Source: an optimization exercise on an open RTL-to-GDS flow (aim: small area, a short achievable clock period and few clock cycles). Production flows keep margins and buffers that such runs may drop.
Where RTL was checked, it was by simulation tests only, not by an equivalence proof against the original.
No activity file was given, so power comes from the tool's default toggle rates.

blue:
==> flow/design.v (excerpt) <==
module happy_face (
    input wire signed [31:0] s_x,
    input wire signed [31:0] s_y,
    input wire signed [31:0] height,
    input wire __clock,
    input wire __reset,
    input wire __start,
    input wire __ready,
    output reg __valid,
    output reg __done,
    output reg signed [31:0] __output_0,
    output reg signed [31:0] __output_1
);
Size in the first run: ~1600 cells after synthesis, ~170 I/O pins, ~13000 um^2 of cells after synthesis.
clock: 20.0 ns
lec_check: 0
abc_area: 1
cap_margin: 20
core_margin: 2
core_utilization: 55
slew_margin: 20
standard.sh (not shown) runs the stock make flow with config.mk's settings and CLKGATE_MAP_FILE= SYNTH_SCRIPT=/design/flow/synth_recipe.tcl, a recipe that flattens the netlist after the stock synthesis.
==> flow/flow/run.sh <==
#!/bin/bash
# Standard layout, with plain buffers on the ports instead of delay buffers, a clock tree of
# smaller buffers without dummy loads, and timing repair that aims well below the clock period.
set -euo pipefail
export BUFFER_PORTS_ARGS="-buffer_cell sky130_fd_sc_hd__buf_1"
export CTS_ARGS="-sink_clustering_enable -repair_clock_nets -dont_use_dummy_load -buf_list {sky130_fd_sc_hd__clkbuf_4 sky130_fd_sc_hd__clkbuf_8}"
export SETUP_SLACK_MARGIN=14.75
bash standard.sh > standard.log 2>&1
Testbench counts of blue, summed over its fixed seeds: cycles 31,968.
--- input diff blue..purple ---
--- a/flow/design.v
+++ b/flow/design.v
@@ -22,15 +22,14 @@
     reg lastcolf;      
     reg [9:0] x;       
     reg [10:0] y;      
     reg [11:0] s;      
     reg [11:0] g;      
     reg [9:0] q;       
     reg [1:0] r3;      
-    reg lastrowf;      
     reg bnegf;         
     wire adv = __ready | ~__valid;
     wire go = ~__start & ~__reset & adv;
     wire iINIT = (ph == INIT);
     wire iCIRC = (ph == CIRC);
     wire iEPRE = (ph == EPRE);
     wire iEYE = (ph == EYE);
@@ -78,15 +77,15 @@
     wire divstep = iCIRC & (x == 10'd0) & (k0 | k1 | k2 | k3 | k4);
     wire [11:0] gop = k1 ? {~ydec, 1'b1} : {1'b0, xinc, 1'b1};
     wire [11:0] gsum;
     hf_add12 u_gadd (.a(g), .b(gop), .ci(k1), .s(gsum));
     wire [11:0] x2 = {1'b0, x, 1'b0};
     wire [11:0] y2 = y[10] ? 12'd2 : {y, 1'b0};    
     wire ysg = y[10];
-    wire lastrow = lastrowf;
+    wire lastrow = (y == 11'd0);
     wire s0_x2 = iCIRC & k1;
     wire s0_s = (iCIRC & (k3 | (k7 & contf))) | iNEGM;
     wire s0_y2 = iCIRC & k5;
     wire s0_y = iCIRC & k7 & ~contf;
     wire s0_sd = iEYE & lastrow & lastcolf;
     wire [11:0] p0 = ({12{s0_x2}} & x2) | ({12{s0_s}} & s) | ({12{s0_y2}} & y2) |
                      ({12{s0_y}} & {1'b0, y}) | ({12{s0_sd}} & sd) |
@@ -183,15 +182,14 @@
                 r3 <= 2'd0;
             end
             if (divstep) begin
                 q <= {q[7:0], qd};
                 r3 <= rn;
             end
             if (iCIRC & k2) bnegf <= dec_now & sz[12];
-            if (iEPRE | iEYE) lastrowf <= (y_next == 11'd0);
             if (iEPRE | iEYE) lastcolf <= (x_next == sd[9:0]);
         end
     end
     always @(posedge __clock) begin
         if (__start) begin
             ph <= INIT;
             __valid <= 1'b0;
Findings:
- As of purple, area of the core had fallen slightly compared to blue.
- [compare] base=blue new=purple: synthesized cell area went down; global-route usage went up; part of the power in the clock network went down; power share of the combinational group went up.
- Going from blue to purple, wire length per cell rose by about 0.7%; XOR/XNOR share of the synthesized area rose by 0.56 points; internal power of the cells rose by 0.025 mW.
- The last element of the critical path comes out k[1] in one run and q[2] in the other, namely in blue and purple respectively.
- Compared with blue, in purple via count of the first global-routing pass up 0.99%; relative area change from synthesis to final layout now sits higher; routed wire length shows an increase of about 0.4%.
Testbench counts of purple, summed over its fixed seeds: cycles 31,968.

---

happy_face, a different RTL version from the one above (not shown whole).
Size in the first run: ~170 I/O pins, roughly 12000 um2 of cells after synthesis.
## happy_face
module happy_face (
    input wire signed [31:0] s_x,
    input wire signed [31:0] s_y,
    input wire signed [31:0] height,
    input wire __clock,
    input wire __reset,
    input wire __start,
    input wire __ready,
    output reg __valid,
    output reg __done,
    output reg signed [31:0] __output_0,
    output reg signed [31:0] __output_1
);
export LEC_CHECK = 0
export ABC_AREA = 1
export CAP_MARGIN = 20
export CORE_MARGIN = 2
export CORE_UTILIZATION = 55
export SLEW_MARGIN = 20
create_clock -name core_clock -period 20.0 [get_ports {__clock}]
Scripts as last shown in full above: flow/flow/run.sh
Rerun with:
--- a/flow/design.v
+++ b/flow/design.v
@@ -13,24 +13,24 @@
 );
     localparam [2:0] IDLE = 3'd0, INIT = 3'd1, CIRC = 3'd2, EPRE = 3'd3,
                      EYE = 3'd4, ESW = 3'd5, DONE = 3'd6, NEGM = 3'd7;
     reg [2:0] ph;
     reg [7:0] k;       
     reg eye;           
     reg neg;           
     reg decr;          
     reg contf;         
-    reg lastcolf;      
     reg [9:0] x;       
     reg [10:0] y;      
     reg [11:0] s;      
     reg [11:0] g;      
     reg [9:0] q;       
+    reg [1:0] r3;      
     reg bnegf;         
     wire adv = __ready | ~__valid;
     wire go = ~__start & ~__reset & adv;
     wire iINIT = (ph == INIT);
     wire iCIRC = (ph == CIRC);
     wire iEPRE = (ph == EPRE);
     wire iEYE = (ph == EYE);
     wire iESW = (ph == ESW);
     wire iDONE = (ph == DONE);
@@ -49,37 +49,45 @@
         for (i = 0; i < 12; i = i + 1) sinc[i] = s[i] ^ (&(s | ~((12'd1 << i) - 12'd1)));
         for (i = 0; i < 13; i = i + 1) sz[i] = ~|(s & ((13'd1 << i) - 13'd1));
         for (i = 0; i < 12; i = i + 1) sd[i] = s[i] ^ (decr & sz[i]);
     end
     wire bneg = bnegf;
     wire dec_now = ~g[11] & (|g[10:0]);         
     wire [11:0] ycmp = {y[10], y} - {2'b00, x};
     wire cont_now = ~ycmp[11];                   
     wire qz = (q == 10'd0);
-    reg [9:0] div3;
-    reg [1:0] r3c;
-    reg [2:0] t3c;
-    integer bb;
+    wire [3:0] dv = {r3, q[9:8]};
+    reg [1:0] qd, rn;
     always @* begin
-        r3c = 2'd0;
-        for (bb = 9; bb >= 0; bb = bb - 1) begin
-            t3c = {r3c, s[bb]};
-            div3[bb] = (t3c >= 3'd3);
-            r3c = div3[bb] ? (t3c - 3'd3) : t3c[1:0];
-        end
+        case (dv)
+            4'd0: begin qd = 2'd0; rn = 2'd0; end
+            4'd1: begin qd = 2'd0; rn = 2'd1; end
+            4'd2: begin qd = 2'd0; rn = 2'd2; end
+            4'd3: begin qd = 2'd1; rn = 2'd0; end
+            4'd4: begin qd = 2'd1; rn = 2'd1; end
+            4'd5: begin qd = 2'd1; rn = 2'd2; end
+            4'd6: begin qd = 2'd2; rn = 2'd0; end
+            4'd7: begin qd = 2'd2; rn = 2'd1; end
+            4'd8: begin qd = 2'd2; rn = 2'd2; end
+            4'd9: begin qd = 2'd3; rn = 2'd0; end
+            4'd10: begin qd = 2'd3; rn = 2'd1; end
+            default: begin qd = 2'd3; rn = 2'd2; end
+        endcase
     end
+    wire divstep = iCIRC & (x == 10'd0) & (k0 | k1 | k2 | k3 | k4);
     wire [11:0] gop = k1 ? {~ydec, 1'b1} : {1'b0, xinc, 1'b1};
     wire [11:0] gsum;
     hf_add12 u_gadd (.a(g), .b(gop), .ci(k1), .s(gsum));
     wire [11:0] x2 = {1'b0, x, 1'b0};
     wire [11:0] y2 = y[10] ? 12'd2 : {y, 1'b0};    
     wire ysg = y[10];
     wire lastrow = (y == 11'd0);
+    wire lastcolf = (x == sd[9:0]);
     wire s0_x2 = iCIRC & k1;
     wire s0_s = (iCIRC & (k3 | (k7 & contf))) | iNEGM;
     wire s0_y2 = iCIRC & k5;
     wire s0_y = iCIRC & k7 & ~contf;
     wire s0_sd = iEYE & lastrow & lastcolf;
     wire [11:0] p0 = ({12{s0_x2}} & x2) | ({12{s0_s}} & s) | ({12{s0_y2}} & y2) |
                      ({12{s0_y}} & {1'b0, y}) | ({12{s0_sd}} & sd) |
                      (iEPRE ? 12'd10 : 12'd0) | (iESW ? 12'd20 : 12'd0);
     wire s1_y2 = iCIRC & (k0 | k1 | k2);
@@ -163,21 +171,27 @@
             g <= ~height[11:0];
             q <= height[31:22];
             neg <= height[31];
         end else if (go) begin
             if (x_inc | x_clr) x <= x_next;
             if (y_dn | y_ld) y <= y_next;
             if (iCIRC & k7 & contf & ~decr) s <= sinc;
             if (exit_eye) s <= {2'b00, q};
             if ((iCIRC & k0) | (iCIRC & k1 & decr)) g <= gsum;
-            if (iINIT & ~neg) q <= div3;
+            if (iINIT & ~neg) begin
+                q <= s[9:0];
+                r3 <= 2'd0;
+            end
+            if (divstep) begin
+                q <= {q[7:0], qd};
+                r3 <= rn;
+            end
             if (iCIRC & k2) bnegf <= dec_now & sz[12];
-            if (iEPRE | iEYE) lastcolf <= (x_next == sd[9:0]);
         end
     end
     always @(posedge __clock) begin
         if (__start) begin
             ph <= INIT;
             __valid <= 1'b0;
             __done <= 1'b0;
             decr <= 1'b0;
         end else if (__reset) begin
Setup slack improved by 0.13 ns.
Cell count shrinks slightly.
Utilization goes down by 5.0 points.
Clock-buffer cell count does not change.
Synthesized cell count increases by a few percent.
Routed wire length grows by a few percent.
Power fell by a few percent.
First-iteration DRC count increases by a few percent.
Sequential cell count grows by 1.
Die area rises by a few percent.
Maximum frequency went up by a few percent.
Design area shrinks by a few percent.
No run of this note included a check of the RTL's function; only the layout flow was run.

==> afterwards: timing with drivers on the ports <==
The results above use ideal ports. As a check the final layouts listed here were re-extracted and re-timed, cells and wires unchanged.
Step 1, drivers: a clkbuf_16 drives __clock and a buf_2 each remaining input, both assumed.
Step 2 times the ports against the registers' clock, not the clock port: input delays grow and output delays shrink by t, the midpoint of the rising clock arrivals with the driver on.
Slacks: ideal ports / drivers / drivers and shift; pairs: ideal ports / drivers.
run | t, ns | slack for setup (ns) | worst setup path after step 2
blue | 0.487 | 14.770 / 14.763 / 14.276 | input to register
purple | 0.506 | 14.888 / 14.848 / 14.398 | input to register
the first run of note 2 | 0.502 | 14.690 / 14.677 / 14.175 | input to register
the second run of note 2 | 0.508 | 14.817 / 14.830 / 14.323 | input to register
After both steps setup and hold are still met in every run listed. For the first run of note 2, which loses most, drivers alone change the setup slack by -0.013 ns; drivers and shift together by -0.515 ns.
